Source: an optimization exercise on an open RTL-to-GDS flow (aim: small area and a short achievable clock period). Production flows keep margins and buffers that such runs may drop.
At most, simulation tests tie the RTL to the original design; equivalence was not proved.
The RTL of runs 1, 4 and 5 was laid out without a check of its function.
No driver is modelled on the clock port, so clocking that relies on it looks cheaper here than on a real chip.

==> design/flow/design.v <==
module fir_cpa #(parameter N = 18) (
    input wire [N-1:0] a,
    input wire [N-1:0] b,
    output wire [N-1:0] s
);
    localparam integer M = (N + 1) / 2;                  
    localparam integer TOP = (M > 1) ? (1 << ($clog2(M) - 1)) : 1;
    reg [N-1:0] g, p;
    reg [M-1:0] pg, pp;   
    reg [N:0] c;          
    integer d, i, k;
    always @(*) begin
        g = a & b;
        p = a ^ b;
        for (k = 0; k < M; k = k + 1)
            if (2 * k + 1 < N) begin
                pg[k] = g[2*k+1] | (p[2*k+1] & g[2*k]);
                pp[k] = p[2*k+1] & p[2*k];
            end else begin
                pg[k] = g[2*k];
                pp[k] = p[2*k];
            end
        for (d = 1; d < M; d = d * 2)
            for (k = 2 * d - 1; k < M; k = k + 2 * d) begin
                pg[k] = pg[k] | (pp[k] & pg[k-d]);
                pp[k] = pp[k] & pp[k-d];
            end
        for (d = TOP; d >= 1; d = d / 2)
            for (k = 3 * d - 1; k < M; k = k + 2 * d) begin
                pg[k] = pg[k] | (pp[k] & pg[k-d]);
                pp[k] = pp[k] & pp[k-d];
            end
        c = {(N+1){1'b0}};
        c[1] = g[0];
        for (k = 0; 2 * k + 2 <= N; k = k + 1)
            c[2*k+2] = pg[k];
        for (i = 2; i < N; i = i + 2)
            c[i+1] = g[i] | (p[i] & (g[i-1] | (p[i-1] & g[i-2])))
                   | (p[i] & p[i-1] & p[i-2] & c[i-2]);
    end
    assign s = p ^ c[N-1:0];
endmodule
module fir_filter_top #(
    parameter WIDTH = 16,
    parameter TAPS = 8,
    parameter COEFF_SUM = 20
) (
    input wire clk,
    input wire rst,
    input wire signed [WIDTH-1:0] x_in,
    output wire signed [WIDTH+3:0] y_out_raw,
    output wire signed [WIDTH+3:0] y_out
);
    function [5:0] dstep(input [4:0] r, input b);
        begin
            dstep[5] = r[3] | r[4] | (r[2] & b);
            dstep[0] = b ? r[2] : r[0];
            dstep[1] = b ? r[0] : r[3];
            dstep[2] = b ? r[3] : r[1];
            dstep[3] = b ? r[1] : r[4];
            dstep[4] = b ? r[4] : r[2];
        end
    endfunction
    reg signed [15:0] xh [0:2];    
    reg signed [17:0] t;           
    reg signed [17:0] bh [0:4];    
    reg [17:0] bn5;                
    wire [17:0] tx0 = {{2{xh[0][15]}}, xh[0]};
    wire [17:0] tx1 = {{2{xh[1][15]}}, xh[1]};
    wire [17:0] tx2 = {{2{xh[2][15]}}, xh[2]};
    wire [17:0] ta_s = tx0 ^ tx1 ^ tx2;
    wire [17:0] ta_c = (tx0 & tx1) | (tx0 & tx2) | (tx1 & tx2);
    wire [17:0] tsum, bsum;
    fir_cpa #(.N(18)) t_add (.a(ta_s), .b({ta_c[16:0], 1'b0}), .s(tsum));
    fir_cpa #(.N(18)) b_add (.a(tx0), .b(t), .s(bsum));
    integer i;
    always @(posedge clk or posedge rst) begin
        if (rst) begin
            for (i = 0; i < 3; i = i + 1) xh[i] <= 16'sd0;
            t <= 18'd0;
            for (i = 0; i < 5; i = i + 1) bh[i] <= 18'd0;
            bn5 <= {18{1'b1}};
        end else begin
            xh[0] <= x_in;
            for (i = 1; i < 3; i = i + 1) xh[i] <= xh[i-1];
            t <= tsum;
            bh[0] <= bsum;
            for (i = 1; i < 5; i = i + 1) bh[i] <= bh[i-1];
            bn5 <= ~bh[4];
        end
    end
    reg signed [19:0] s2, s1, yraw;
    wire [19:0] sa_x = s2;
    wire [19:0] sa_y = {{2{bh[0][17]}}, bh[0]};
    wire [19:0] sa_z = {{2{bn5[17]}}, bn5};
    wire [19:0] sa_s = sa_x ^ sa_y ^ sa_z;
    wire [19:0] sa_c = (sa_x & sa_y) | (sa_x & sa_z) | (sa_y & sa_z);
    wire [19:0] snext;
    fir_cpa #(.N(20)) s_add (.a(sa_s), .b({sa_c[18:0], 1'b1}), .s(snext));
    always @(posedge clk or posedge rst) begin
        if (rst) begin
            s2 <= 20'sd0;
            s1 <= 20'sd0;
            yraw <= 20'sd0;
        end else begin
            s2 <= snext;
            s1 <= s2;
            yraw <= s1;
        end
    end
    localparam SPLIT = 8;
    reg [4:0] ra [0:SPLIT];
    reg [SPLIT-1:0] qa;
    reg [5:0] ta;
    integer ka;
    always @(*) begin
        case (s2[19:18])
            2'b00:   ra[0] = 5'b00001;   
            2'b01:   ra[0] = 5'b00010;   
            2'b10:   ra[0] = 5'b01000;   
            default: ra[0] = 5'b10000;   
        endcase
        for (ka = 0; ka < SPLIT; ka = ka + 1) begin
            ta = dstep(ra[ka], s2[17-ka]);
            qa[SPLIT-1-ka] = ta[5];
            ra[ka+1] = ta[4:0];
        end
    end
    reg [SPLIT-1:0] qh;
    reg [4:0] rh;
    always @(posedge clk or posedge rst) begin
        if (rst) begin
            qh <= {SPLIT{1'b0}};
            rh <= 5'b00001;
        end else begin
            qh <= qa;
            rh <= ra[SPLIT];
        end
    end
    reg [4:0] rb [SPLIT:16];
    reg [15-SPLIT:0] qb;
    reg [5:0] tb;
    integer kb;
    always @(*) begin
        rb[SPLIT] = rh;
        for (kb = SPLIT; kb < 16; kb = kb + 1) begin
            tb = dstep(rb[kb], s1[17-kb]);
            qb[15-kb] = tb[5];
            rb[kb+1] = tb[4:0];
        end
    end
    wire inc = s1[19] & ((|s1[1:0]) | ~rb[16][0]);
    wire [15:0] fq = {qh, qb};
    wire [3:0] nib_ones = {&fq[15:12], &fq[11:8], &fq[7:4], &fq[3:0]};
    wire [3:0] nib_c = {inc & nib_ones[0] & nib_ones[1] & nib_ones[2],
                        inc & nib_ones[0] & nib_ones[1], inc & nib_ones[0], inc};
    wire [15:0] cy;
    assign cy[0] = nib_c[0];
    assign cy[1] = nib_c[0] & fq[0];
    assign cy[2] = nib_c[0] & fq[0] & fq[1];
    assign cy[3] = nib_c[0] & fq[0] & fq[1] & fq[2];
    assign cy[4] = nib_c[1];
    assign cy[5] = nib_c[1] & fq[4];
    assign cy[6] = nib_c[1] & fq[4] & fq[5];
    assign cy[7] = nib_c[1] & fq[4] & fq[5] & fq[6];
    assign cy[8] = nib_c[2];
    assign cy[9] = nib_c[2] & fq[8];
    assign cy[10] = nib_c[2] & fq[8] & fq[9];
    assign cy[11] = nib_c[2] & fq[8] & fq[9] & fq[10];
    assign cy[12] = nib_c[3];
    assign cy[13] = nib_c[3] & fq[12];
    assign cy[14] = nib_c[3] & fq[12] & fq[13];
    assign cy[15] = nib_c[3] & fq[12] & fq[13] & fq[14];
    wire [15:0] q = fq ^ cy;
    reg [15:0] ydiv;
    always @(posedge clk or posedge rst) begin
        if (rst) ydiv <= 16'd0;
        else     ydiv <= q;
    end
    assign y_out_raw = yraw;
    assign y_out = {{4{ydiv[15]}}, ydiv};
endmodule
==> design/flow/flow/run.sh <==
#!/bin/bash
# The standard layout flow, with small port buffers, a clock tree built
# from one buffer type without dummy loads, and after CTS a setup repair that
# aims for a 3.05 ns period (the SDC keeps the design's 10 ns clock).
set -euo pipefail
bash standard.sh \
  "BUFFER_PORTS_ARGS=-buffer_cell sky130_fd_sc_hd__buf_2" \
  "CTS_ARGS=-sink_clustering_enable -repair_clock_nets -buf_list sky130_fd_sc_hd__clkbuf_8 -sink_clustering_size 16 -sink_clustering_max_diameter 80 -dont_use_dummy_load" \
  "POST_CTS_TCL=$PWD/flow/post_cts.tcl" \
  finish > standard.log 2>&1
==> design/flow/flow/post_cts.tcl <==
estimate_parasitics -placement
repair_timing -setup -setup_margin 7.0 -repair_tns 100
detailed_placement
==> design/flow/standard.sh <==
#!/bin/bash
# synth_recipe.tcl (not shown) runs the flow's synth.tcl, then flattens the netlist and writes it again
# the make line also repeats each setting of config.mk as NAME=value (left out here)
make -C /OpenROAD-flow-scripts/flow DESIGN_CONFIG=/design/flow/config.mk WORK_HOME=/design/flow/orfs CLKGATE_MAP_FILE= SYNTH_SCRIPT=/design/flow/synth_recipe.tcl "${@:-finish}"
==> design/flow/config.mk <==
export PLATFORM = sky130hd
export DESIGN_NAME = fir_filter_top
export DESIGN_NICKNAME = fir_filter_top
export VERILOG_FILES = /design/flow/design.v
export SDC_FILE = /design/flow/constraint.sdc
export NUM_CORES = 4
export LEC_CHECK = 0
export ABC_AREA = 1
export CAP_MARGIN = 20
export CORE_MARGIN = 2
export CORE_UTILIZATION = 40
export SLEW_MARGIN = 20
==> design/flow/constraint.sdc <==
create_clock -name core_clock -period 10.0 [get_ports {clk}]
set_input_delay 2.0000 -clock core_clock [delete_from_list [all_inputs] [get_ports {clk}]]
set_output_delay 2.0000 -clock core_clock [all_outputs]
set_load 0.01 [all_outputs]
==> flow_summary.ini, run 1 <==
[run_status]
run_status = no timing/DRC/antenna violations

[worst_setup_path]
worst-path-max-fanout = 5
timing.critical_path.cells = buf_2
worst_r2r_startpoint = bn5[1]
total_buffers_and_inverters_traversed_by_the_critical_path = 1
cp.arrival_ns = 1.05
r2r_slack_ns = 7.17
timing.critical_path.slowest_stage_cell = sky130_fd_sc_hd__dfrtp_1
endpoint_kind = primary output
cpLargestDelayFamily = flip-flops
critPathRequiredTime_ns = 8.00
worstSetupPathType = reg2out
r2r_end = s2[18]
worstRegToRegCells = 17
timing.critical_path.from_type = flop
crit_path_max_incr_delay_ns = 0.41

[hold_path]
holdPathEnd = bh[2][1]
worst_hold_path.num_cells = 0
timing.hold.worst.class = reg2reg
timing.hold.worst.start = bh[1][1]

[floorplan]
die-width_um = 167
num_rows = 59
die_h_um = 167
die-area_um2 = 28000
top_level_ports = 58
placeableCoreArea_um2 = 26100
start_util_pct = 40.8

[sta]
slew_headroom_pct = 50.8
timing.clock.skew_ns = 0.0534
fmaxAchievable_mhz = 328
timing.setup.tns_ns = 0
report.final.setup_viol = 0
finalMaxSlewViolations = 0
timing.final.hold_violations = 0
finalCritPeriodShare_pct = 30.5
tightest_slew_ns = 0.738
layout_min_cycle_time_ns = 3.05
rsz0062_at_grt = no

[placed_design]
detailed_place_hpwl_mm = 10.4
post-place-cells = 1235
placement.io_buffers = 57
gp_congestion = 0.819

[clock_tree]
cts.reportedPaths.clkPinSlew_ns = 0.10
cts_tree = yes
worst_skew_pair.late_latency_ns = 0.54
tritoncts_num_sinks = 263

[logic_synthesis]
postSynth.topFlopCell = sky130_fd_sc_hd__dfrtp_1
avgSynthCellArea_um2 = 12.6
synthTopCellsByCount = 244 x sky130_fd_sc_hd__dfrtp_1, 141 x sky130_fd_sc_hd__nand2_1, 80 x sky130_fd_sc_hd__inv_1
xor_and_xnor_fraction_of_the_mapped_netlist_area_pct = 4.11
synth_top_family_by_area = adder cells
post_synth_fa_ha_maj_area_fraction_pct = 14.7
synth-seq-area-share_pct = 61.9
share_of_async_settable_or_async_resettable_flops_after_synthesis_pct = 100
synth.area.mux_share_pct = 0.0939
synth_compound_area_share_pct = 4.44
synth_cell_area_um2 = 10700
synthDominantAreaCellType = sky130_fd_sc_hd__dfrtp_1
synth-seq-cells = 263
syn-instance-count = 847
synth_edf_count = 0
synthSimpleGateAreaFrac_pct = 11.3
leading_post_synthesis_cells_by_cell_area = sky130_fd_sc_hd__dfrtp_1 57%, sky130_fd_sc_hd__fa_1 7.5%, sky130_fd_sc_hd__ha_1 7.2%
yosysUniqueCellTypes = 35
synth_top_cell_area_share_pct = 57.3
most_repeated_cell_in_the_gate_level_netlist_after_synthesis = sky130_fd_sc_hd__dfrtp_1
yosysWarnings = 7
synth_fp_nets = 966

[drt]
post_drt_via_cell_ratio = 4.61
route.detailed.wl_per_inst_um = 11.6
num_vias = 5782
drt_iter0_markers = 190
routed_wirelength_mm = 14.5
drt_drc_violations_left = 0
first_pass_iters = 18
drtAntennaViolNets = 0

[grt]
grt_pass1_vias = 5570
globalRouteTotalUtil_pct = 11.0
grt_antenna_before_repair = 0
wire_length_of_the_first_global_routing_pass_mm = 25.8
grt_overflow = 0
maximum_number_of_pins_on_one_net_before_global_route_repair = 141

[layout]
final_layout_size_suffix_gt1_share_pct = 15.3
finish.cell_count_without_fillers = 1255
num-nets-final = 1041
number_of_antenna_repair_diodes = 0
fillers = 2444
layout-area-overhead-vs-synth_pct = 9.29

[run]
cap_viol_max_count = 0
worst max-delay path by stage:
stage / startpoint / endpoint / slack, ns / depth (start not counted)
final: ydiv[15] / y_out[17] / 6.95 / 1
after global routing: ydiv[15] / y_out[18] / 6.88 / 1
after floorplan: rst / bh[0][0] / 0.79 / 1
after detailed placement: rst / ydiv[14] / 6.06 / 3
after global placement: rst / ydiv[3] / 6.13 / 3
registers in the layout, summed over array words and instances (netlist names):
register / count
bn5: 18
s2: 20
t: 18
rh: 5
bh: 90
s1: 20
qh: 8
xh: 48
yraw: 20
ydiv: 16
worst reg2reg max path, delay by kind of cell, from the launching register on:
family | cells | cell delay [ns]
AOI/OAI and AO/OA | 2 | 0.28
adders and majority gates | 2 | 0.87
DFF | 1 | 0.55
and+or+nand+nor | 13 | 1.05
through the flow:
| step | setup slack [ns] | utilization [%] | area (um^2) | hold WS (ns) |
|---|---|---|---|---|
| finish | 6.95 | 44.6 | 11700 | 0.329 |
| floorplan | 0.791 | - | 10700 | 0.331 |
| global route | 6.88 | 44.6 | 11700 | 0.344 |
| global placement | 6.13 | 43.4 | 11300 | 0.332 |
| detailed placement | 6.06 | 43.4 | 11300 | 0.335 |
metal layers:
metal  vias to the layer above  track usage (%)  part of all wire (%)  wire length [um]
met4                         0             3.44                   2.3               339
met1                      2784             16.3                    50              7190
li1                       2872                -                     -                 -
met3                        17             2.01                   3.7               531
met2                       109             16.8                    44              6440
met5                         -                0                     0                 0
cells in the final DEF, fill, tap and decap left out, drive strengths merged, types with 25 or more instances in the layout:
cell	instances
ha	61
inv	84
a21oi	43
nand2	150
nand3	78
xnor2	25
buf	59
fa	40
dfrtp	244
xor2	25
final cells by class:
| class | instances | area, um^2 | share of cell area [%] |
|---|---|---|---|
| Timing Repair Buffer | 59 | 329 | 2.82 |
| Inverter | 85 | 332 | 2.85 |
| Clock buffer | 20 | 275 | 2.36 |
| Sequential cell | 263 | 6610 | 56.7 |
| Tap cell | 335 | 419 | 3.60 |
| Multi-Input combinational cell | 493 | 3690 | 31.7 |
logic make-up (layout without fill, tap and decap cells):
| group | Yosys count | count (layout) |
|---|---|---|
| flip-flops | 263 | 263 |
| XOR/XNOR | 50 | 50 |
| adder cells (fa/ha/maj) | 101 | 101 |
| AO/OA/AOI/OAI | 77 | 77 |
| AND/OR/NAND/NOR | 264 | 264 |
| buffers and inverters | 91 | 164 |
| multiplexers | 1 | 1 |
==> run 2: changes to the inputs <==
--- a/design/flow/design.v
+++ b/design/flow/design.v
@@ -6,3 +6,3 @@
     localparam integer M = (N + 1) / 2;                  
-    localparam integer TOP = (M > 1) ? (1 << ($clog2(M) - 1)) : 1;
+    localparam integer TOP = (M > 16) ? 16 : (M > 8) ? 8 : (M > 4) ? 4 : (M > 2) ? 2 : 1;   
     reg [N-1:0] g, p;
--- a/design/flow/flow/run.sh
+++ b/design/flow/flow/run.sh
@@ -6,3 +6,3 @@
 bash standard.sh \
-  "BUFFER_PORTS_ARGS=-buffer_cell sky130_fd_sc_hd__buf_2" \
+  "BUFFER_PORTS_ARGS=-buffer_cell sky130_fd_sc_hd__buf_1" \
   "CTS_ARGS=-sink_clustering_enable -repair_clock_nets -buf_list sky130_fd_sc_hd__clkbuf_8 -sink_clustering_size 16 -sink_clustering_max_diameter 80 -dont_use_dummy_load" \
==> flow_summary.ini, run 2 <==
[worst_setup_path]
timing.critical_path.from_type = flop
worstRegToRegCells = 17
total_buffers_and_inverters_traversed_by_the_critical_path = 1
cpLargestDelayFamily = flip-flops
worst-path-max-fanout = 5
timing.critical_path.cells = buf_1
critical_path_depth = 1
critPathRequiredTime_ns = 8.00
worstSetupPathType = reg2out
cp.arrival_ns = 1.07
crit_path_max_incr_delay_ns = 0.40
endpoint_kind = primary output
timing.critical_path.slowest_stage_cell = sky130_fd_sc_hd__dfrtp_1

[grt]
maximum_number_of_pins_on_one_net_before_global_route_repair = 106
grt_antenna_before_repair = 0
wire_length_of_the_first_global_routing_pass_mm = 26.1
grt_overflow = 0
globalRouteTotalUtil_pct = 11.2
grt_pass1_vias = 5590

[layout]
number_of_antenna_repair_diodes = 0
final_layout_size_suffix_gt1_share_pct = 10.5
top_register = bh
finish.cell_count_without_fillers = 1255
mostFrequentLayoutCells = 244 x sky130_fd_sc_hd__dfrtp_1, 141 x sky130_fd_sc_hd__nand2_1, 79 x sky130_fd_sc_hd__inv_1, 68 x sky130_fd_sc_hd__nand3_1, 61 x sky130_fd_sc_hd__ha_1
top_regs = bh: 90 flops, xh: 48 flops
fillers = 2441
largest_register_ff_count = 90
layout-area-overhead-vs-synth_pct = 8.50
num-nets-final = 1041
layout.cells.most_common = sky130_fd_sc_hd__dfrtp_1

[sta]
report.final.setup_viol = 0
layout_min_cycle_time_ns = 3.07
timing.setup.tns_ns = 0
finalCritPeriodShare_pct = 30.7
rsz0062_at_grt = no
slew_headroom_pct = 48.1
fmaxAchievable_mhz = 326
hold-worst-slack_ns = 0.323
timing.clock.skew_ns = 0.0309
tightest_slew_ns = 0.778
timing.final.hold_violations = 0
finalMaxSlewViolations = 0

[logic_synthesis]
synth_fp_nets = 966
leading_post_synthesis_cells_by_cell_area = sky130_fd_sc_hd__dfrtp_1 57%, sky130_fd_sc_hd__fa_1 7.5%, sky130_fd_sc_hd__ha_1 7.2%
avgSynthCellArea_um2 = 12.6
yosysUniqueCellTypes = 35
yosysWarnings = 7
synthDominantAreaCellType = sky130_fd_sc_hd__dfrtp_1
share_of_async_settable_or_async_resettable_flops_after_synthesis_pct = 100
synth_cell_area_um2 = 10700
most_repeated_cell_in_the_gate_level_netlist_after_synthesis = sky130_fd_sc_hd__dfrtp_1
synth_top_cell_area_share_pct = 57.3
postSynth.topFlopCell = sky130_fd_sc_hd__dfrtp_1
syn-instance-count = 847
synth-seq-cells = 263
synth_edf_count = 0
synth-seq-area-share_pct = 61.9
synthTopCellsByCount = 244 x sky130_fd_sc_hd__dfrtp_1, 141 x sky130_fd_sc_hd__nand2_1, 80 x sky130_fd_sc_hd__inv_1

[drt]
post_drt_via_cell_ratio = 4.59
drt_drc_violations_left = 0
drtAntennaViolNets = 0
first_pass_iters = 15
routed_wirelength_mm = 14.5
num_vias = 5761
route.detailed.wl_per_inst_um = 11.6
drt_iter0_markers = 239

[floorplan]
num_rows = 59
die-area_um2 = 28000
placeableCoreArea_um2 = 26100
die_h_um = 167
die-width_um = 167
start_util_pct = 40.8
top_level_ports = 58

[clock_tree]
tritoncts_num_sinks = 263
worst_skew_pair.late_latency_ns = 0.53
cts.reportedPaths.clkPinSlew_ns = 0.09
cts_tree = yes

[placed_design]
post-place-cells = 1235
placement.io_buffers = 57
gp_congestion = 0.813
detailed_place_hpwl_mm = 10.5

[hold_path]
worst_hold_path.num_cells = 0
timing.hold.worst.class = reg2reg

[run_status]
run_status = no timing/DRC/antenna violations

[run]
cap_viol_max_count = 0
==> run 2: cell types whose count changed in the layout (fill, tap and decap cells not counted), sizes merged <==
cell and change:
inv +1, clkinv -1, buf -13, clkbuf +13
==> run 2: per-stage QoR <==
step / util, % / setup WS, ns / instance area, um^2
2_1_floorplan: - / 0.791 / 10700
3_5_place_dp: 43.1 / 6.13 / 11300
3_3_place_gp: 43.1 / 6.18 / 11300
6_report: 44.3 / 6.93 / 11600
5_1_grt: 44.3 / 6.81 / 11600
==> run 2: layer usage <==
| metal | routed length, um | track usage [%] |
|---|---|---|
| met1 | 7300 | 16.6 |
| met2 | 6370 | 17.1 |
| met3 | 460 | 1.89 |
| met4 | 382 | 3.63 |
| met5 | 0 | 0 |
==> run 2: logic make-up after synthesis <==
group / Yosys count / synth area share [%]
buffers and inverters: 91 / 3.41
adder cells (fa/ha/maj): 101 / 14.7
multiplexers: 1 / 0.0939
AND/OR/NAND/NOR: 264 / 11.3
AO/OA/AOI/OAI: 77 / 4.44
flip-flops: 263 / 61.9
XOR/XNOR: 50 / 4.11
==> run 2: area by class of cell <==
type / count / area (um^2) / area share, %
Timing Repair Buffer: 59 / 249 / 2.15
Clock buffer: 20 / 275 / 2.38
Multi-Input combinational cell: 493 / 3690 / 31.9
Inverter: 85 / 327 / 2.82
Tap cell: 335 / 419 / 3.62
Sequential cell: 263 / 6610 / 57.1
==> run 2: worst paths after layout <==
path / startpoint / to / slack, ns
min in group asynchronous: rst / xh[1][8] / 1.61
setup reg to reg: bn5[1] / s2[18] / 7.17
hold / removal: bh[3][17] / bh[4][17] / 0.32
setup / recovery: ydiv[15] / y_out[18] / 6.93
hold reg to reg: bh[3][17] / bh[4][17] / 0.32
max in group asynchronous: rst / bh[1][17] / 7.11
==> run 3: changes to the inputs <==
--- a/design/flow/flow/run.sh
+++ b/design/flow/flow/run.sh
@@ -7,3 +7,3 @@
   "BUFFER_PORTS_ARGS=-buffer_cell sky130_fd_sc_hd__buf_1" \
-  "CTS_ARGS=-sink_clustering_enable -repair_clock_nets -buf_list sky130_fd_sc_hd__clkbuf_8 -sink_clustering_size 16 -sink_clustering_max_diameter 80 -dont_use_dummy_load" \
+  "CTS_ARGS=-sink_clustering_enable -repair_clock_nets -buf_list sky130_fd_sc_hd__clkbuf_8 -root_buf sky130_fd_sc_hd__clkbuf_16 -sink_clustering_size 19 -sink_clustering_max_diameter 60 -dont_use_dummy_load" \
   "POST_CTS_TCL=$PWD/flow/post_cts.tcl" \
==> flow_summary.ini, run 3 <==
[run_status]
run_status = no timing/DRC/antenna violations

[drt]
drtAntennaViolNets = 0
first_pass_iters = 15
num_vias = 5772
post_drt_via_cell_ratio = 4.59
drt_drc_violations_left = 0
routed_wirelength_mm = 14.6
drt_iter0_markers = 254
route.detailed.wl_per_inst_um = 11.6

[placed_design]
detailed_place_hpwl_mm = 10.5
placement.io_buffers = 57
gp_congestion = 0.813

[worst_setup_path]
worstRegToRegCells = 17
cpLargestDelayFamily = flip-flops
r2r_end = s2[18]
timing.critical_path.slowest_stage_cell = sky130_fd_sc_hd__dfrtp_1
worst_r2r_startpoint = bn5[1]
timing.critical_path.from_type = flop
worst-path-max-fanout = 5
crit_path_max_incr_delay_ns = 0.39
cp.arrival_ns = 1.01
timing.critical_path.cells = buf_1
total_buffers_and_inverters_traversed_by_the_critical_path = 1
critPathRequiredTime_ns = 8.00
endpoint_kind = primary output
worstSetupPathType = reg2out
r2r_slack_ns = 7.20

[layout]
final_layout_size_suffix_gt1_share_pct = 10.1
layout-area-overhead-vs-synth_pct = 9.04
top_register = bh
top_regs = bh: 90 flops, xh: 48 flops
mostFrequentLayoutCells = 244 x sky130_fd_sc_hd__dfrtp_1, 141 x sky130_fd_sc_hd__nand2_1, 79 x sky130_fd_sc_hd__inv_1, 68 x sky130_fd_sc_hd__nand3_1, 61 x sky130_fd_sc_hd__ha_1
number_of_antenna_repair_diodes = 0
largest_register_ff_count = 90
num-nets-final = 1043
layout.cells.most_common = sky130_fd_sc_hd__dfrtp_1

[logic_synthesis]
synth_fp_nets = 966
synthDominantAreaCellType = sky130_fd_sc_hd__dfrtp_1
synthTopCellsByCount = 244 x sky130_fd_sc_hd__dfrtp_1, 141 x sky130_fd_sc_hd__nand2_1, 80 x sky130_fd_sc_hd__inv_1
synth_top_cell_area_share_pct = 57.3
leading_post_synthesis_cells_by_cell_area = sky130_fd_sc_hd__dfrtp_1 57%, sky130_fd_sc_hd__fa_1 7.5%, sky130_fd_sc_hd__ha_1 7.2%
syn-instance-count = 847
most_repeated_cell_in_the_gate_level_netlist_after_synthesis = sky130_fd_sc_hd__dfrtp_1
postSynth.topFlopCell = sky130_fd_sc_hd__dfrtp_1
synth-seq-area-share_pct = 61.9
avgSynthCellArea_um2 = 12.6
share_of_async_settable_or_async_resettable_flops_after_synthesis_pct = 100
yosysWarnings = 7
synth-seq-cells = 263
synth_edf_count = 0
synth_cell_area_um2 = 10700
yosysUniqueCellTypes = 35

[grt]
grt_antenna_before_repair = 0
globalRouteTotalUtil_pct = 11.2
grt_overflow = 0
grt_pass1_vias = 5594
maximum_number_of_pins_on_one_net_before_global_route_repair = 106
wire_length_of_the_first_global_routing_pass_mm = 26.0

[sta]
timing.clock.skew_ns = 0.0459
layout_min_cycle_time_ns = 3.01
slew_headroom_pct = 47.3
timing.setup.tns_ns = 0
report.final.setup_viol = 0
rsz0062_at_grt = no
finalCritPeriodShare_pct = 30.1
tightest_slew_ns = 0.790
finalMaxSlewViolations = 0
timing.final.hold_violations = 0
fmaxAchievable_mhz = 332

[floorplan]
top_level_ports = 58
num_rows = 59
die-area_um2 = 28000
die-width_um = 167
die_h_um = 167
placeableCoreArea_um2 = 26100
start_util_pct = 40.8

[hold_path]
holdPathEnd = bh[4][1]
timing.hold.worst.start = bh[3][1]
worst_hold_path.num_cells = 0
timing.hold.worst.class = reg2reg

[clock_tree]
cts.reportedPaths.clkPinSlew_ns = 0.11
tritoncts_num_sinks = 263
worst_skew_pair.late_latency_ns = 0.49
cts_tree = yes

[run]
cap_viol_max_count = 0
==> run 3: cells by family (layout without fill, tap and decap cells) <==
group           count (synthesis)  in the layout  share of synthesized area [%]
compound gates                 77             77                           4.44
mux                             1              1                         0.0939
fa+ha+maj                     101            101                           14.7
buf+inv                        91            166                           3.41
flops                         263            263                           61.9
simple gates                  264            264                           11.3
xor+xnor                       50             50                           4.11
==> run 3: how the worst max path moves through the flow <==
stage | start | end | slack, ns | cells after the start
3_5_place_dp | rst | yraw[4] | 6.13 | 3
6_report | ydiv[15] | y_out[18] | 6.99 | 1
2_1_floorplan | rst | bh[0][0] | 0.79 | 1
5_1_grt | rst | ydiv[13] | 6.76 | 3
3_3_place_gp | rst | ydiv[14] | 6.18 | 3
==> run 3: layout make-up <==
class                   count  area (um^2)
multi-input cells         493         3690
inverters                  85          327
repair buffers             59          245
clock buffers              22          337
flip-flops and latches    263         6610
well taps                 335          419
fillers                  2437        14500
==> run 3: routing by layer <==
metal | wire length (um) | track usage [%] | vias to the layer above
met5 | 0 | 0 | -
met4 | 413 | 3.59 | 0
met3 | 459 | 1.84 | 27
met2 | 6390 | 17.0 | 97
met1 | 7300 | 16.4 | 2766
li1 | - | - | 2882
==> run 3: stage by stage <==
| stage | instances | setup WS [ns] | instance area [um^2] | util (%) | hold WS [ns] |
|---|---|---|---|---|---|
| global placement | 1235 | 6.18 | 11300 | 43.1 | 0.332 |
| floorplan | 847 | 0.791 | 10700 | - | 0.331 |
| global route | 1257 | 6.76 | 11600 | 44.5 | 0.309 |
| finish | 1257 | 6.99 | 11600 | 44.5 | 0.311 |
| detailed placement | 1235 | 6.13 | 11300 | 43.1 | 0.335 |
==> run 4: changes to the inputs <==
--- a/design/flow/design.v
+++ b/design/flow/design.v
@@ -6,3 +6,3 @@
     localparam integer M = (N + 1) / 2;                  
-    localparam integer TOP = (M > 16) ? 16 : (M > 8) ? 8 : (M > 4) ? 4 : (M > 2) ? 2 : 1;   
+    localparam integer TOP = (M > 1) ? (1 << ($clog2(M) - 1)) : 1;
     reg [N-1:0] g, p;
==> flow_summary.ini, run 4 <==
[floorplan]
die-area_um2 = 28000
placeableCoreArea_um2 = 26100
start_util_pct = 40.8
die-width_um = 167
top_level_ports = 58
num_rows = 59
die_h_um = 167

[placed_design]
detailed_place_hpwl_mm = 10.5
gp_congestion = 0.813
placement.io_buffers = 57
placement.setup.worst_slack_ns = 6.13

[logic_synthesis]
avgSynthCellArea_um2 = 12.6
synthTopCellsByCount = 244 x sky130_fd_sc_hd__dfrtp_1, 141 x sky130_fd_sc_hd__nand2_1, 80 x sky130_fd_sc_hd__inv_1
yosysWarnings = 7
synth_cell_area_um2 = 10700
post_synth_fa_ha_maj_area_fraction_pct = 14.7
postSynth.topFlopCell = sky130_fd_sc_hd__dfrtp_1
yosysUniqueCellTypes = 35
synth.area.mux_share_pct = 0.0939
synth_top_cell_area_share_pct = 57.3
synth-seq-area-share_pct = 61.9
leading_post_synthesis_cells_by_cell_area = sky130_fd_sc_hd__dfrtp_1 57%, sky130_fd_sc_hd__fa_1 7.5%, sky130_fd_sc_hd__ha_1 7.2%
synth_compound_area_share_pct = 4.44
synth-seq-cells = 263
share_of_async_settable_or_async_resettable_flops_after_synthesis_pct = 100
most_repeated_cell_in_the_gate_level_netlist_after_synthesis = sky130_fd_sc_hd__dfrtp_1
xor_and_xnor_fraction_of_the_mapped_netlist_area_pct = 4.11
syn-instance-count = 847
synthSimpleGateAreaFrac_pct = 11.3
synth_top_family_by_area = adder cells
synthDominantAreaCellType = sky130_fd_sc_hd__dfrtp_1
synth_fp_nets = 966
synth_edf_count = 0

[layout]
top_regs = bh: 90 flops, xh: 48 flops
layout-area-overhead-vs-synth_pct = 9.04
largest_register_ff_count = 90
layout.cells.most_common = sky130_fd_sc_hd__dfrtp_1
final_layout_size_suffix_gt1_share_pct = 10.1
mostFrequentLayoutCells = 244 x sky130_fd_sc_hd__dfrtp_1, 141 x sky130_fd_sc_hd__nand2_1, 79 x sky130_fd_sc_hd__inv_1, 68 x sky130_fd_sc_hd__nand3_1, 61 x sky130_fd_sc_hd__ha_1
top_register = bh
num-nets-final = 1043
final_core_utilization_pct = 44.5
number_of_antenna_repair_diodes = 0

[drt]
drtAntennaViolNets = 0
drt_iter0_markers = 254
drt_drc_violations_left = 0
first_pass_iters = 15
route.detailed.wl_per_inst_um = 11.6
routed_wirelength_mm = 14.6
post_drt_via_cell_ratio = 4.59
num_vias = 5772

[hold_path]
timing.hold.worst.class = reg2reg
timing.hold.worst.start = bh[3][1]
worst_hold_path.num_cells = 0
holdPathEnd = bh[4][1]

[sta]
timing.setup.tns_ns = 0
tightest_slew_ns = 0.790
slew_headroom_pct = 47.3
layout_min_cycle_time_ns = 3.01
finalCritPeriodShare_pct = 30.1
fmaxAchievable_mhz = 332
timing.clock.skew_ns = 0.0459
finalMaxSlewViolations = 0
rsz0062_at_grt = no
report.final.setup_viol = 0
post-route-worst-setup-slack_ns = 6.99
timing.final.hold_violations = 0

[worst_setup_path]
critPathRequiredTime_ns = 8.00
cpLargestDelayFamily = flip-flops
crit_path_max_incr_delay_ns = 0.39
worstSetupPathType = reg2out
worstRegToRegCells = 17
timing.critical_path.cells = buf_1
r2r_slack_ns = 7.20
timing.critical_path.slowest_stage_cell = sky130_fd_sc_hd__dfrtp_1
cp.arrival_ns = 1.01
worst_r2r_startpoint = bn5[1]
timing.critical_path.from_type = flop
total_buffers_and_inverters_traversed_by_the_critical_path = 1
worst-path-max-fanout = 5
endpoint_kind = primary output
r2r_end = s2[18]

[grt]
wire_length_of_the_first_global_routing_pass_mm = 26.0
globalRouteTotalUtil_pct = 11.2
grt_overflow = 0
grt_pass1_vias = 5594
maximum_number_of_pins_on_one_net_before_global_route_repair = 106
grt_antenna_before_repair = 0

[clock_tree]
tritoncts_num_sinks = 263
cts_tree = yes
worst_skew_pair.late_latency_ns = 0.49
cts.reportedPaths.clkPinSlew_ns = 0.11

[run_status]
run_status = no timing/DRC/antenna violations

[run]
cap_viol_max_count = 0
==> run 4: cell counts after synthesis <==
No cell type changed its count.
==> run 4: worst max-delay path by stage <==
stage | end | from | cells past startpoint
2_1_floorplan | bh[0][0] | rst | 1
3_3_place_gp | ydiv[14] | rst | 3
3_5_place_dp | yraw[4] | rst | 3
5_1_grt | ydiv[13] | rst | 3
6_report | y_out[18] | ydiv[15] | 1
==> run 4: area by class of cell <==
class / instances / area [um^2]
Multi-Input combinational cell: 493 / 3690
Inverter: 85 / 327
Clock buffer: 22 / 337
Tap cell: 335 / 419
Fill cell: 2437 / 14500
Timing Repair Buffer: 59 / 245
Sequential cell: 263 / 6610
==> run 4: kinds of logic (layout without fill, tap and decap cells) <==
kind of cell / Yosys count / in the layout
XOR/XNOR: 50 / 50
buffers and inverters: 91 / 166
flip-flops: 263 / 263
multiplexers: 1 / 1
AO/OA/AOI/OAI: 77 / 77
AND/OR/NAND/NOR: 264 / 264
adder cells (fa/ha/maj): 101 / 101
==> run 4: stage by stage <==
| step | std cells | hold WS [ns] | cell area [um^2] |
|---|---|---|---|
| floorplan | 847 | 0.331 | 10700 |
| global placement | 1235 | 0.332 | 11300 |
| detailed placement | 1235 | 0.335 | 11300 |
| global route | 1257 | 0.309 | 11600 |
| finish | 1257 | 0.311 | 11600 |
==> run 4: metal layers <==
metal | share of wire (%) | GRT usage (%) | up-vias
li1 | - | - | 2882
met1 | 50 | 16.4 | 2766
met3 | 3.2 | 1.84 | 27
met4 | 2.8 | 3.59 | 0
met5 | 0 | 0 | -
met2 | 44 | 17.0 | 97
==> run 5: changes to the inputs <==
--- a/design/flow/design.v
+++ b/design/flow/design.v
@@ -6,3 +6,3 @@
     localparam integer M = (N + 1) / 2;                  
-    localparam integer TOP = (M > 1) ? (1 << ($clog2(M) - 1)) : 1;
+    localparam integer TOP = (M > 16) ? 16 : (M > 8) ? 8 : (M > 4) ? 4 : (M > 2) ? 2 : 1;   
     reg [N-1:0] g, p;
@@ -63,14 +63,13 @@
     endfunction
-    reg signed [15:0] xh [0:2];    
-    reg signed [17:0] t;           
+    reg signed [15:0] xh [0:3];    
+    reg [15:0] xn4;                
     reg signed [17:0] bh [0:4];    
     reg [17:0] bn5;                
-    wire [17:0] tx0 = {{2{xh[0][15]}}, xh[0]};
-    wire [17:0] tx1 = {{2{xh[1][15]}}, xh[1]};
-    wire [17:0] tx2 = {{2{xh[2][15]}}, xh[2]};
-    wire [17:0] ta_s = tx0 ^ tx1 ^ tx2;
-    wire [17:0] ta_c = (tx0 & tx1) | (tx0 & tx2) | (tx1 & tx2);
-    wire [17:0] tsum, bsum;
-    fir_cpa #(.N(18)) t_add (.a(ta_s), .b({ta_c[16:0], 1'b0}), .s(tsum));
-    fir_cpa #(.N(18)) b_add (.a(tx0), .b(t), .s(bsum));
+    wire [17:0] ba_x = bh[0];
+    wire [17:0] ba_y = {{2{xh[0][15]}}, xh[0]};
+    wire [17:0] ba_z = {{2{xn4[15]}}, xn4};
+    wire [17:0] ba_s = ba_x ^ ba_y ^ ba_z;
+    wire [17:0] ba_c = (ba_x & ba_y) | (ba_x & ba_z) | (ba_y & ba_z);
+    wire [17:0] bsum;
+    fir_cpa #(.N(18)) b_add (.a(ba_s), .b({ba_c[16:0], 1'b1}), .s(bsum));
     integer i;
@@ -78,4 +77,4 @@
         if (rst) begin
-            for (i = 0; i < 3; i = i + 1) xh[i] <= 16'sd0;
-            t <= 18'd0;
+            for (i = 0; i < 4; i = i + 1) xh[i] <= 16'sd0;
+            xn4 <= {16{1'b1}};
             for (i = 0; i < 5; i = i + 1) bh[i] <= 18'd0;
@@ -84,4 +83,4 @@
             xh[0] <= x_in;
-            for (i = 1; i < 3; i = i + 1) xh[i] <= xh[i-1];
-            t <= tsum;
+            for (i = 1; i < 4; i = i + 1) xh[i] <= xh[i-1];
+            xn4 <= ~xh[3];
             bh[0] <= bsum;
==> flow_summary.ini, run 5 <==
[run_status]
run_status = no timing/DRC/antenna violations

[floorplan]
placeableCoreArea_um2 = 26000
num_rows = 59
die-area_um2 = 27800
start_util_pct = 40.7
top_level_ports = 58
die_h_um = 167
die-width_um = 167

[layout]
top_register = bh
top_regs = bh: 90 flops, xh: 64 flops
final_layout_size_suffix_gt1_share_pct = 11.9
largest_register_ff_count = 90
mostFrequentLayoutCells = 242 x sky130_fd_sc_hd__dfrtp_1, 132 x sky130_fd_sc_hd__nand2_1, 88 x sky130_fd_sc_hd__inv_1, 65 x sky130_fd_sc_hd__nand3_1, 48 x sky130_fd_sc_hd__buf_1
num-nets-final = 984
layout-area-overhead-vs-synth_pct = 9.00
finish.cell_count_without_fillers = 1215
cell_area_after_layout_um2 = 11500
number_of_antenna_repair_diodes = 0
layout.cells.most_common = sky130_fd_sc_hd__dfrtp_1
final_core_utilization_pct = 44.4

[logic_synthesis]
share_of_async_settable_or_async_resettable_flops_after_synthesis_pct = 100
synth-seq-cells = 277
synthDominantAreaCellType = sky130_fd_sc_hd__dfrtp_1
synth-seq-area-share_pct = 65.9
synth_edf_count = 0
most_repeated_cell_in_the_gate_level_netlist_after_synthesis = sky130_fd_sc_hd__dfrtp_1
leading_post_synthesis_cells_by_cell_area = sky130_fd_sc_hd__dfrtp_1 57%, sky130_fd_sc_hd__dfstp_2 8.7%, sky130_fd_sc_hd__fa_1 7.6%
syn-instance-count = 806
yosysWarnings = 7
synth_cell_area_um2 = 10600
avgSynthCellArea_um2 = 13.1
synth_top_cell_area_share_pct = 57.3
yosysUniqueCellTypes = 35
postSynth.topFlopCell = sky130_fd_sc_hd__dfrtp_1
synth_fp_nets = 908
synthTopCellsByCount = 242 x sky130_fd_sc_hd__dfrtp_1, 132 x sky130_fd_sc_hd__nand2_1, 89 x sky130_fd_sc_hd__inv_1

[hold_path]
timing.hold.worst.start = xh[3][12]
worst_hold_path.num_cells = 1
timing.hold.worst.class = reg2reg

[worst_setup_path]
crit_path_max_incr_delay_ns = 0.41
worstRegToRegCells = 15
cp.arrival_ns = 1.03
timing.critical_path.from = ydiv[15]
cpLargestDelayFamily = flip-flops
worst-path-max-fanout = 5
timing.critical_path.from_type = flop
critical_path_depth = 1
endpoint_kind = primary output
worst_r2r_startpoint = bh[0][1]
timing.critical_path.cells = buf_2
critPathRequiredTime_ns = 8.00
timing.critical_path.slowest_stage_cell = sky130_fd_sc_hd__dfrtp_1
worstSetupPathType = reg2out
total_buffers_and_inverters_traversed_by_the_critical_path = 1

[drt]
num_vias = 5475
first_pass_iters = 5
drt_drc_violations_left = 0
route.detailed.wl_per_inst_um = 11.4
routed_wirelength_mm = 13.9
drtAntennaViolNets = 0
post_drt_via_cell_ratio = 4.51
drt_iter0_markers = 296

[grt]
grt_use_met3_pct = 2.23
grt_antenna_before_repair = 0
grt_pass1_vias = 5343
globalRouteTotalUtil_pct = 10.6
grt_overflow = 0
maximum_number_of_pins_on_one_net_before_global_route_repair = 132
grt_most_used_layer = met2
wire_length_of_the_first_global_routing_pass_mm = 24.7
grt_util_met1_pct = 15.5
use_met2_pct = 16.0

[placed_design]
detailed_place_hpwl_mm = 9.95
post-place-cells = 1194
gp_congestion = 0.788
dpl_cell_area_um2 = 11200
placement.io_buffers = 57
placement.setup.worst_slack_ns = 6.17

[run]
cap_viol_max_count = 0

[sta]
timing.final.hold_violations = 0
post-route-worst-setup-slack_ns = 6.97
tightest_slew_ns = 0.859
fmaxAchievable_mhz = 330
rsz0062_at_grt = no
timing.setup.tns_ns = 0
timing.clock.skew_ns = 0.0428
finalCritPeriodShare_pct = 30.3
slew_headroom_pct = 42.7
finalMaxSlewViolations = 0
layout_min_cycle_time_ns = 3.03
report.final.setup_viol = 0

[clock_tree]
worst_skew_pair.late_latency_ns = 0.49
cts.reportedPaths.clkPinSlew_ns = 0.11
cts_tree = yes
tritoncts_num_sinks = 277
[run 5: through the flow]
| stage | hold slack (ns) |
|---|---|
| floorplan | 0.331 |
| global route | 0.315 |
| finish | 0.306 |
| global placement | 0.331 |
| detailed placement | 0.335 |
[run 5: final timing paths]
check | endpoint | slack [ns]
worst max-delay path | y_out[18] | 6.97
worst min-delay path | xn4[12] | 0.31
worst max register to register | bh[0][16] | 7.11
worst min register to register | xn4[12] | 0.31
max in group asynchronous | xh[2][5] | 7.12
min in group asynchronous | yraw[9] | 1.70
[run 5: cell type report]
| cell class | count | area (um^2) |
|---|---|---|
| inverters | 93 | 357 |
| well taps | 335 | 419 |
| fillers | 2357 | 14500 |
| clock buffers | 21 | 323 |
| multi-input cells | 430 | 3210 |
| repair buffers | 59 | 248 |
| flip-flops and latches | 277 | 6980 |
[run 5: cells by family after synthesis]
family,synth area share (%)
AO/OA/AOI/OAI,3.57
XOR/XNOR,2.98
adder cells (fa/ha/maj),12.8
buffers and inverters,3.73
flip-flops,65.9
multiplexers,0.130
AND/OR/NAND/NOR,10.9
[run 5: metal layers]
layer / wire (um) / vias up
met5: 0 / -
met4: 286 / 0
met3: 702 / 22
met2: 6020 / 96
met1: 6850 / 2640
li1: - / 2717
==> run 6: changes to the inputs <==
--- a/design/flow/design.v
+++ b/design/flow/design.v
@@ -63,8 +63,11 @@
     endfunction
-    reg signed [15:0] xh [0:3];    
+    reg signed [15:0] xh0;         
+    reg signed [15:0] xd [1:3];    
     reg [15:0] xn4;                
-    reg signed [17:0] bh [0:4];    
+    reg signed [17:0] bh0;         
+    reg signed [17:0] bd [1:4];    
     reg [17:0] bn5;                
-    wire [17:0] ba_x = bh[0];
-    wire [17:0] ba_y = {{2{xh[0][15]}}, xh[0]};
+    reg [4:1] vld;                 
+    wire [17:0] ba_x = bh0;
+    wire [17:0] ba_y = {{2{xh0[15]}}, xh0};
     wire [17:0] ba_z = {{2{xn4[15]}}, xn4};
@@ -74,17 +77,23 @@
     fir_cpa #(.N(18)) b_add (.a(ba_s), .b({ba_c[16:0], 1'b1}), .s(bsum));
-    integer i;
     always @(posedge clk or posedge rst) begin
         if (rst) begin
-            for (i = 0; i < 4; i = i + 1) xh[i] <= 16'sd0;
+            xh0 <= 16'sd0;
             xn4 <= {16{1'b1}};
-            for (i = 0; i < 5; i = i + 1) bh[i] <= 18'd0;
+            bh0 <= 18'sd0;
             bn5 <= {18{1'b1}};
+            vld <= 4'd0;
         end else begin
-            xh[0] <= x_in;
-            for (i = 1; i < 4; i = i + 1) xh[i] <= xh[i-1];
-            xn4 <= ~xh[3];
-            bh[0] <= bsum;
-            for (i = 1; i < 5; i = i + 1) bh[i] <= bh[i-1];
-            bn5 <= ~bh[4];
+            xh0 <= x_in;
+            xn4 <= ~(xd[3] & {16{vld[3]}});
+            bh0 <= bsum;
+            bn5 <= ~(bd[4] & {18{vld[4]}});
+            vld <= {vld[3:1], 1'b1};
         end
+    end
+    integer i;
+    always @(posedge clk) begin
+        xd[1] <= xh0;
+        for (i = 2; i < 4; i = i + 1) xd[i] <= xd[i-1];
+        bd[1] <= bh0;
+        for (i = 2; i < 5; i = i + 1) bd[i] <= bd[i-1];
     end
@@ -92,3 +101,3 @@
     wire [19:0] sa_x = s2;
-    wire [19:0] sa_y = {{2{bh[0][17]}}, bh[0]};
+    wire [19:0] sa_y = {{2{bh0[17]}}, bh0};
     wire [19:0] sa_z = {{2{bn5[17]}}, bn5};
==> flow_summary.ini, run 6 <==
[run_status]
run_status = no timing/DRC/antenna violations

[worst_setup_path]
timing.critical_path.from_type = flop
worstRegToRegCells = 14
critPathRequiredTime_ns = 8.00
worst_r2r_startpoint = bn5[3]
total_buffers_and_inverters_traversed_by_the_critical_path = 1
worst-path-max-fanout = 5
worstSetupPathType = reg2out
timing.critical_path.from = ydiv[15]
timing.critical_path.cells = buf_2
endpoint_kind = primary output
cpLargestDelayFamily = flip-flops
timing.critical_path.slowest_stage_cell = sky130_fd_sc_hd__dfrtp_1
cp.arrival_ns = 1.04
crit_path_max_incr_delay_ns = 0.42
r2r_end = s2[18]
setup.worst_path.end = y_out[16]
critical_path_depth = 1
r2r_slack_ns = 7.08

[layout]
sequential_cell_area_in_the_final_layout_um2 = 6470
layout-area-overhead-vs-synth_pct = 9.05
number_of_antenna_repair_diodes = 0
top_register = bd
top_regs = bd: 72 flops, xd: 48 flops
largest_register_ff_count = 72
num-nets-final = 992
mostFrequentLayoutCells = 172 x sky130_fd_sc_hd__nand2_1, 126 x sky130_fd_sc_hd__dfrtp_1, 120 x sky130_fd_sc_hd__dfxtp_1, 72 x sky130_fd_sc_hd__nand3_1, 54 x sky130_fd_sc_hd__inv_1
fillers = 2355
area_taken_by_multi_input_logic_gates_um2 = 3310
layout.cells.most_common = sky130_fd_sc_hd__nand2_1
final_layout_size_suffix_gt1_share_pct = 9.91

[floorplan]
die_h_um = 163
num_rows = 58
die-width_um = 163
start_util_pct = 40.3
placeableCoreArea_um2 = 25000
die-area_um2 = 26400
top_level_ports = 58

[logic_synthesis]
synth_edf_count = 0
synthTopCellsByCount = 172 x sky130_fd_sc_hd__nand2_1, 126 x sky130_fd_sc_hd__dfrtp_1, 120 x sky130_fd_sc_hd__dfxtp_1
share_of_async_settable_or_async_resettable_flops_after_synthesis_pct = 57.3
yosysUniqueCellTypes = 35
yosysWarnings = 7
synthDominantAreaCellType = sky130_fd_sc_hd__dfrtp_1
synth-seq-cells = 281
most_repeated_cell_in_the_gate_level_netlist_after_synthesis = sky130_fd_sc_hd__nand2_1
synth-seq-area-share_pct = 64.3
synth_fp_nets = 922
postSynth.topFlopCell = sky130_fd_sc_hd__dfrtp_1
avgSynthCellArea_um2 = 12.3
synth_cell_area_um2 = 10100
leading_post_synthesis_cells_by_cell_area = sky130_fd_sc_hd__dfrtp_1 31%, sky130_fd_sc_hd__dfxtp_1 24%, sky130_fd_sc_hd__dfstp_2 9.1%
synth_top_cell_area_share_pct = 31.3
syn-instance-count = 820

[drt]
post_drt_via_cell_ratio = 4.44
num_vias = 5413
drt_iter0_markers = 225
routed_wirelength_mm = 13.8
first_pass_iters = 4
route.detailed.wl_per_inst_um = 11.4
drtAntennaViolNets = 0
drt_drc_violations_left = 0

[placed_design]
gp_congestion = 0.843
placement.setup.worst_slack_ns = 6.26
detailed_place_hpwl_mm = 10.1
placement.io_buffers = 57

[sta]
rsz0062_at_grt = no
finalCritPeriodShare_pct = 30.4
post-route-worst-setup-slack_ns = 6.96
fmaxAchievable_mhz = 329
slew_headroom_pct = 51.5
timing.final.hold_violations = 0
timing.setup.tns_ns = 0
layout_min_cycle_time_ns = 3.04
timing.clock.skew_ns = 0.0455
tightest_slew_ns = 0.728
finalMaxSlewViolations = 0
report.final.setup_viol = 0

[grt]
grt_pass1_vias = 5311
maximum_number_of_pins_on_one_net_before_global_route_repair = 88
grt_antenna_before_repair = 0
grt_overflow = 0
globalRouteTotalUtil_pct = 11.1
wire_length_of_the_first_global_routing_pass_mm = 24.0

[clock_tree]
tritoncts_num_sinks = 281
cts.reportedPaths.clkPinSlew_ns = 0.10
cts_tree = yes
worst_skew_pair.late_latency_ns = 0.48

[run]
cap_viol_max_count = 0

[hold_path]
timing.hold.worst.class = reg2reg
-- run 6: per-layer routing --
layer  share of wire, %  up-vias  track usage (%)
li1                   -     2768                -
met2                 44       97             18.0
met3                3.7       23             2.04
met1                 49     2525             15.1
met4                2.8        0             3.54
met5                  0        -                0
-- run 6: how the worst min path moves through the flow --
stage | start | end | slack, ns | depth (start not counted)
6_report | bd[3][17] | bd[4][17] | 0.28 | 0
5_1_grt | bd[3][17] | bd[4][17] | 0.28 | 0
3_5_place_dp | bd[2][13] | bd[3][13] | 0.31 | 0
3_3_place_gp | bd[3][6] | bd[4][6] | 0.31 | 0
2_1_floorplan | bd[1][0] | bd[2][0] | 0.31 | 0
-- run 6: layout make-up --
| cell class | instances | area share, % |
|---|---|---|
| Clock buffer | 21 | 2.94 |
| Inverter | 58 | 2.03 |
| Multi-Input combinational cell | 470 | 30.1 |
| Sequential cell | 281 | 59.0 |
| Tap cell | 330 | 3.76 |
| Timing Repair Buffer | 58 | 2.13 |
-- run 6: cells by family (layout without fill, tap and decap cells) --
kind of cell | after synthesis | in the layout | synth area share [%]
other | 1 | 1 | 0.0373
muxes | 1 | 1 | 0.0995
AOI/OAI and AO/OA | 60 | 60 | 3.51
buffers and inverters | 69 | 137 | 2.80
adders and majority gates | 84 | 84 | 13.4
and+or+nand+nor | 288 | 288 | 12.6
xor gates and xnor gates | 36 | 36 | 3.13
DFF | 281 | 281 | 64.3
-- run 6: stage by stage --
step | hold slack [ns] | util, % | cell area (um^2) | instances
floorplan | 0.310 | - | 10100 | 820
global placement | 0.309 | 42.6 | 10600 | 1197
detailed placement | 0.312 | 42.6 | 10600 | 1197
global route | 0.284 | 44.0 | 11000 | 1218
finish | 0.278 | 44.0 | 11000 | 1218
==> run 7: changes to the inputs <==
--- a/design/flow/flow/run.sh
+++ b/design/flow/flow/run.sh
@@ -7,3 +7,3 @@
   "BUFFER_PORTS_ARGS=-buffer_cell sky130_fd_sc_hd__buf_1" \
-  "CTS_ARGS=-sink_clustering_enable -repair_clock_nets -buf_list sky130_fd_sc_hd__clkbuf_8 -root_buf sky130_fd_sc_hd__clkbuf_16 -sink_clustering_size 19 -sink_clustering_max_diameter 60 -dont_use_dummy_load" \
+  "CTS_ARGS=-sink_clustering_enable -repair_clock_nets -buf_list sky130_fd_sc_hd__clkbuf_16 -root_buf sky130_fd_sc_hd__clkbuf_16 -sink_clustering_size 24 -sink_clustering_max_diameter 100 -dont_use_dummy_load" \
   "POST_CTS_TCL=$PWD/flow/post_cts.tcl" \
==> flow_summary.ini, run 7 <==
[drt]
num_vias = 5422
detailroute.wirelength.met3_um = 518
top_signal_layer_used = met4
drt_iter0_markers = 241
drtAntennaViolNets = 0
first_pass_iters = 4
routed_wirelength_mm = 13.9
met2RoutedLength_mm = 6.17
post_drt_via_cell_ratio = 4.47
drt_drc_violations_left = 0
routedLengthMet1_mm = 6.84
route.detailed.wl_per_inst_um = 11.4

[sta]
slew_headroom_pct = 51.4
finalMaxSlewViolations = 0
report.final.setup_viol = 0
fmaxAchievable_mhz = 330
timing.setup.tns_ns = 0
finalCritPeriodShare_pct = 30.3
layout_min_cycle_time_ns = 3.03
rsz0062_at_grt = no
tightest_slew_ns = 0.729
timing.clock.skew_ns = 0.0300
timing.final.hold_violations = 0

[logic_synthesis]
synth_top_cell_area_share_pct = 31.3
synth_edf_count = 0
post_synth_fa_ha_maj_area_fraction_pct = 13.4
leading_post_synthesis_cells_by_cell_area = sky130_fd_sc_hd__dfrtp_1 31%, sky130_fd_sc_hd__dfxtp_1 24%, sky130_fd_sc_hd__dfstp_2 9.1%
share_of_async_settable_or_async_resettable_flops_after_synthesis_pct = 57.3
synth_fp_nets = 922
most_repeated_cell_in_the_gate_level_netlist_after_synthesis = sky130_fd_sc_hd__nand2_1
avgSynthCellArea_um2 = 12.3
synth_cell_area_um2 = 10100
synth-seq-cells = 281
postSynth.topFlopCell = sky130_fd_sc_hd__dfrtp_1
synthTopCellsByCount = 172 x sky130_fd_sc_hd__nand2_1, 126 x sky130_fd_sc_hd__dfrtp_1, 120 x sky130_fd_sc_hd__dfxtp_1
synth.area.mux_share_pct = 0.0995
synth_top_family_by_area = adder cells
synthSimpleGateAreaFrac_pct = 12.6
syn-instance-count = 820
synthDominantAreaCellType = sky130_fd_sc_hd__dfrtp_1
yosysWarnings = 7
synth_compound_area_share_pct = 3.51
synth-seq-area-share_pct = 64.3
yosysUniqueCellTypes = 35
xor_and_xnor_fraction_of_the_mapped_netlist_area_pct = 3.13

[run_status]
run_status = no timing/DRC/antenna violations

[layout]
num-nets-final = 986
layout.cells.most_common = sky130_fd_sc_hd__nand2_1
number_of_antenna_repair_diodes = 0
final_layout_size_suffix_gt1_share_pct = 9.30
mostFrequentLayoutCells = 172 x sky130_fd_sc_hd__nand2_1, 126 x sky130_fd_sc_hd__dfrtp_1, 120 x sky130_fd_sc_hd__dfxtp_1, 72 x sky130_fd_sc_hd__nand3_1, 54 x sky130_fd_sc_hd__inv_1
cell_area_after_layout_um2 = 11000
final_core_utilization_pct = 44.2
layout-area-overhead-vs-synth_pct = 9.57
top_register = bd
top_regs = bd: 72 flops, xd: 48 flops
largest_register_ff_count = 72

[grt]
grt_overflow = 0
grt_antenna_before_repair = 0
grt_pass1_vias = 5254
globalRouteTotalUtil_pct = 11.0
wire_length_of_the_first_global_routing_pass_mm = 23.9
maximum_number_of_pins_on_one_net_before_global_route_repair = 88

[worst_setup_path]
crit_path_max_incr_delay_ns = 0.41
setup.worst_path.end = y_out[16]
total_buffers_and_inverters_traversed_by_the_critical_path = 1
cp.arrival_ns = 1.03
worstRegToRegCells = 14
timing.critical_path.from = ydiv[15]
critPathRequiredTime_ns = 8.00
worst-path-max-fanout = 5
endpoint_kind = primary output
critical_path_depth = 1
timing.critical_path.slowest_stage_cell = sky130_fd_sc_hd__dfrtp_1
cpLargestDelayFamily = flip-flops
r2r_end = s2[18]
r2r_slack_ns = 7.09
timing.critical_path.from_type = flop
worstSetupPathType = reg2out
timing.critical_path.cells = buf_2
worst_r2r_startpoint = bn5[3]

[clock_tree]
worst_skew_pair.late_latency_ns = 0.49
cts.reportedPaths.clkPinSlew_ns = 0.09
tritoncts_num_sinks = 281
cts_tree = yes

[placed_design]
dpl_cell_area_um2 = 10600
gp_congestion = 0.843
detailed_place_hpwl_mm = 10.1
placement.io_buffers = 57

[floorplan]
top_level_ports = 58
die-area_um2 = 26400
placeableCoreArea_um2 = 25000
die-width_um = 163
die_h_um = 163
num_rows = 58
start_util_pct = 40.3

[run]
cap_viol_max_count = 0

[hold_path]
worst_hold_path.num_cells = 0
timing.hold.worst.class = reg2reg
-- run 7: stage by stage --
stage               instances  hold slack [ns]  worst slack [ns]
global placement         1197            0.309              6.30
finish                   1212            0.308              6.97
global route             1212            0.325              6.87
detailed placement       1197            0.312              6.26
floorplan                 820            0.310              3.71
-- run 7: area by class of cell --
type                            count  area [um^2]
Fill cell                        2330        13900
Sequential cell                   281         6470
Multi-Input combinational cell    470         3310
Tap cell                          330          413
Clock buffer                       15          375
Timing Repair Buffer               58          234
Inverter                           58          223
-- run 7: how the worst min path moves through the flow --
stage                   start   endpoint  slack [ns]
global placement     bd[3][6]   bd[4][6]        0.31
floorplan            bd[1][0]   bd[2][0]        0.31
global route        xd[2][12]  xd[3][12]        0.32
detailed placement  bd[2][13]  bd[3][13]        0.31
finish              xd[2][12]  xd[3][12]        0.31
-- run 7: cell families (layout without fill, tap and decap cells) --
kind of cell             Yosys count  after routing
AND/OR/NAND/NOR                  288            288
AO/OA/AOI/OAI                     60             60
other                              1              1
XOR/XNOR                          36             36
flip-flops                       281            281
adder cells (fa/ha/maj)           84             84
buffers and inverters             69            131
multiplexers                       1              1
-- run 7: metal layers --
metal | GRT usage (%) | up-vias
met2 | 18.0 | 95
met3 | 1.88 | 21
met1 | 15.3 | 2544
met5 | 0 | -
li1 | - | 2762
met4 | 3.26 | 0
==> run 8: changes to the inputs <==
--- a/design/flow/design.v
+++ b/design/flow/design.v
@@ -182,9 +182,16 @@
     wire [15:0] q = fq ^ cy;
+    wire sneg = s1[19] & ~((&s1[18:5]) & (s1[4:0] >= 5'd13));
     reg [15:0] ydiv;
+    reg ysgn;
     always @(posedge clk or posedge rst) begin
-        if (rst) ydiv <= 16'd0;
-        else     ydiv <= q;
+        if (rst) begin
+            ydiv <= 16'd0;
+            ysgn <= 1'b0;
+        end else begin
+            ydiv <= q;
+            ysgn <= sneg;
+        end
     end
     assign y_out_raw = yraw;
-    assign y_out = {{4{ydiv[15]}}, ydiv};
+    assign y_out = {{3{ysgn}}, ydiv[15], ydiv};
 endmodule
==> flow_summary.ini, run 8 <==
[layout]
top_register = bd
final_layout_size_suffix_gt1_share_pct = 8.58
layout.cells.most_common = sky130_fd_sc_hd__nand2_1
fillers = 2338
top_regs = bd: 72 flops, xd: 48 flops
layout-area-overhead-vs-synth_pct = 9.35

[sta]
timing.setup.tns_ns = 0
fmaxAchievable_mhz = 335
slew_headroom_pct = 51.7
tightest_slew_ns = 0.725
finalCritPeriodShare_pct = 29.9
timing.final.hold_violations = 0
layout_min_cycle_time_ns = 2.99

[run_status]
run_status = no timing/DRC/antenna violations

[worst_setup_path]
worstSetupPathType = reg2out
cpLargestDelayFamily = flip-flops
r2r_end = ydiv[15]
r2r_slack_ns = 7.10
worst-path-max-fanout = 1
total_buffers_and_inverters_traversed_by_the_critical_path = 1
crit_path_max_incr_delay_ns = 0.39
timing.critical_path.slowest_stage_cell = sky130_fd_sc_hd__dfrtp_1
cp.arrival_ns = 0.99
worstRegToRegCells = 17
timing.critical_path.cells = clkbuf_2
timing.critical_path.from_type = flop
endpoint_kind = primary output

[drt]
num_vias = 5450
drtAntennaViolNets = 0
drt_drc_violations_left = 0
route.detailed.wl_per_inst_um = 11.4
post_drt_via_cell_ratio = 4.48
drt_iter0_markers = 198

[run]
cap_viol_max_count = 0

[placed_design]
placement.io_buffers = 57
placement.setup.worst_slack_ns = 6.24
detailed_place_hpwl_mm = 10.2

[clock_tree]
cts.reportedPaths.clkPinSlew_ns = 0.09
tritoncts_num_sinks = 282
worst_skew_pair.late_latency_ns = 0.48
cts_tree = yes

[grt]
globalRouteTotalUtil_pct = 11.1
grt_use_met3_pct = 1.76
grt_pass1_vias = 5214
grt_antenna_before_repair = 0
wire_length_of_the_first_global_routing_pass_mm = 23.9
grt_most_used_layer = met2

[logic_synthesis]
synth_cell_area_um2 = 10100
leading_post_synthesis_cells_by_cell_area = sky130_fd_sc_hd__dfrtp_1 31%, sky130_fd_sc_hd__dfxtp_1 24%, sky130_fd_sc_hd__dfstp_2 9.1%
synth_top_cell_area_share_pct = 31.4
most_repeated_cell_in_the_gate_level_netlist_after_synthesis = sky130_fd_sc_hd__nand2_1
postSynth.topFlopCell = sky130_fd_sc_hd__dfrtp_1
synth-seq-cells = 282
yosysWarnings = 7
syn-instance-count = 824
avgSynthCellArea_um2 = 12.3
synthTopCellsByCount = 169 x sky130_fd_sc_hd__nand2_1, 127 x sky130_fd_sc_hd__dfrtp_1, 120 x sky130_fd_sc_hd__dfxtp_1
synth_edf_count = 0
synth-seq-area-share_pct = 64.3

[floorplan]
die_h_um = 163
num_rows = 58
die-area_um2 = 26600
die-width_um = 163

[hold_path]
worst_hold_path.num_cells = 0
timing.hold.worst.start = bd[2][14]
holdPathEnd = bd[3][14]
timing.hold.worst.class = reg2reg
run 8: worst max-delay path by stage:
stage	endpoint	cells past startpoint	slack [ns]	from
global route	ydiv[11]	19	6.86	s1[9]
finish	y_out_raw[5]	1	7.01	yraw[5]
detailed placement	xh0[15]	3	6.24	rst
floorplan	bh0[0]	1	3.68	rst
global placement	xh0[15]	3	6.26	rst
run 8: metal layers:
| layer | vias up | share of wire, % |
|---|---|---|
| li1 | 2767 | - |
| met5 | - | 0 |
| met3 | 24 | 3.7 |
| met1 | 2565 | 48 |
| met4 | 0 | 3.2 |
| met2 | 94 | 45 |
run 8: logic make-up (layout without fill, tap and decap cells):
family                   after synthesis  in the layout  synth area share (%)
adder cells (fa/ha/maj)               84             84                  13.4
buffers and inverters                 71            133                  2.97
AO/OA/AOI/OAI                         60             60                  3.49
multiplexers                           1              1                0.0990
XOR/XNOR                              36             36                  3.12
AND/OR/NAND/NOR                      289            289                  12.6
other                                  1              1                0.0371
flip-flops                           282            282                  64.3
run 8: worst register-to-register path: cells and delay by family, from the launching register on:
family,cells,cell delay (ns)
xor+xnor,1,0.15
fa+ha+maj,3,0.56
buf+inv,1,0.12
compound gates,1,0.21
flops,1,0.51
simple gates,11,1.24
run 8: area by class of cell:
cell class / count / area, um^2 / share of cell area, %
clock buffers: 15 / 375 / 3.39
inverters: 60 / 230 / 2.08
multi-input cells: 471 / 3310 / 30.0
flip-flops and latches: 282 / 6500 / 58.8
well taps: 330 / 413 / 3.73
repair buffers: 58 / 228 / 2.06
run 8: through the flow:
| step | util [%] | cell area, um^2 |
|---|---|---|
| after floorplan | - | 10100 |
| after global placement | 42.6 | 10700 |
| after detailed placement | 42.6 | 10700 |
| after global routing | 44.2 | 11100 |
| final | 44.2 | 11100 |

re-timing with driven ports:
Ports are ideal in the flow. The routed layouts listed here were re-timed in OpenROAD.
Step 1, drivers: a clkbuf_16 drives clk and a buf_2 each remaining input, both assumed.
Step 2 moves the port delays by t, midway between the first and last clock arrival at a register: inputs arrive t later, outputs are due t later. That takes back most of the time a late clock gives input paths.
Slacks: ideal / step 1 / step 2; pairs: ideal / step 1.
| run | shift t [ns] | setup slack, ns | worst data-port slew with drivers (ns) | cell pins on the clock port's net |
|---|---|---|---|---|
| run 1 | 0.549 | 6.947 / 6.910 / 6.688 | 0.03 | 1 |
| run 2 | 0.557 | 6.934 / 6.893 / 6.578 | 0.04 | 1 |
| run 3 | 0.514 | 6.989 / 6.947 / 6.584 | 0.04 | 1 |
| run 4 | 0.514 | 6.989 / 6.947 / 6.584 | 0.04 | 1 |
| run 5 | 0.512 | 6.966 / 6.925 / 6.631 | 0.03 | 1 |
| run 6 | 0.503 | 6.962 / 6.919 / 6.708 | 0.03 | 1 |
| run 7 | 0.518 | 6.974 / 6.932 / 6.735 | 0.03 | 1 |
| run 8 | 0.510 | 7.013 / 6.971 / 6.701 | 0.03 | 1 |
After both steps every run listed still meets setup and hold. Setup slack includes reset recovery checks.
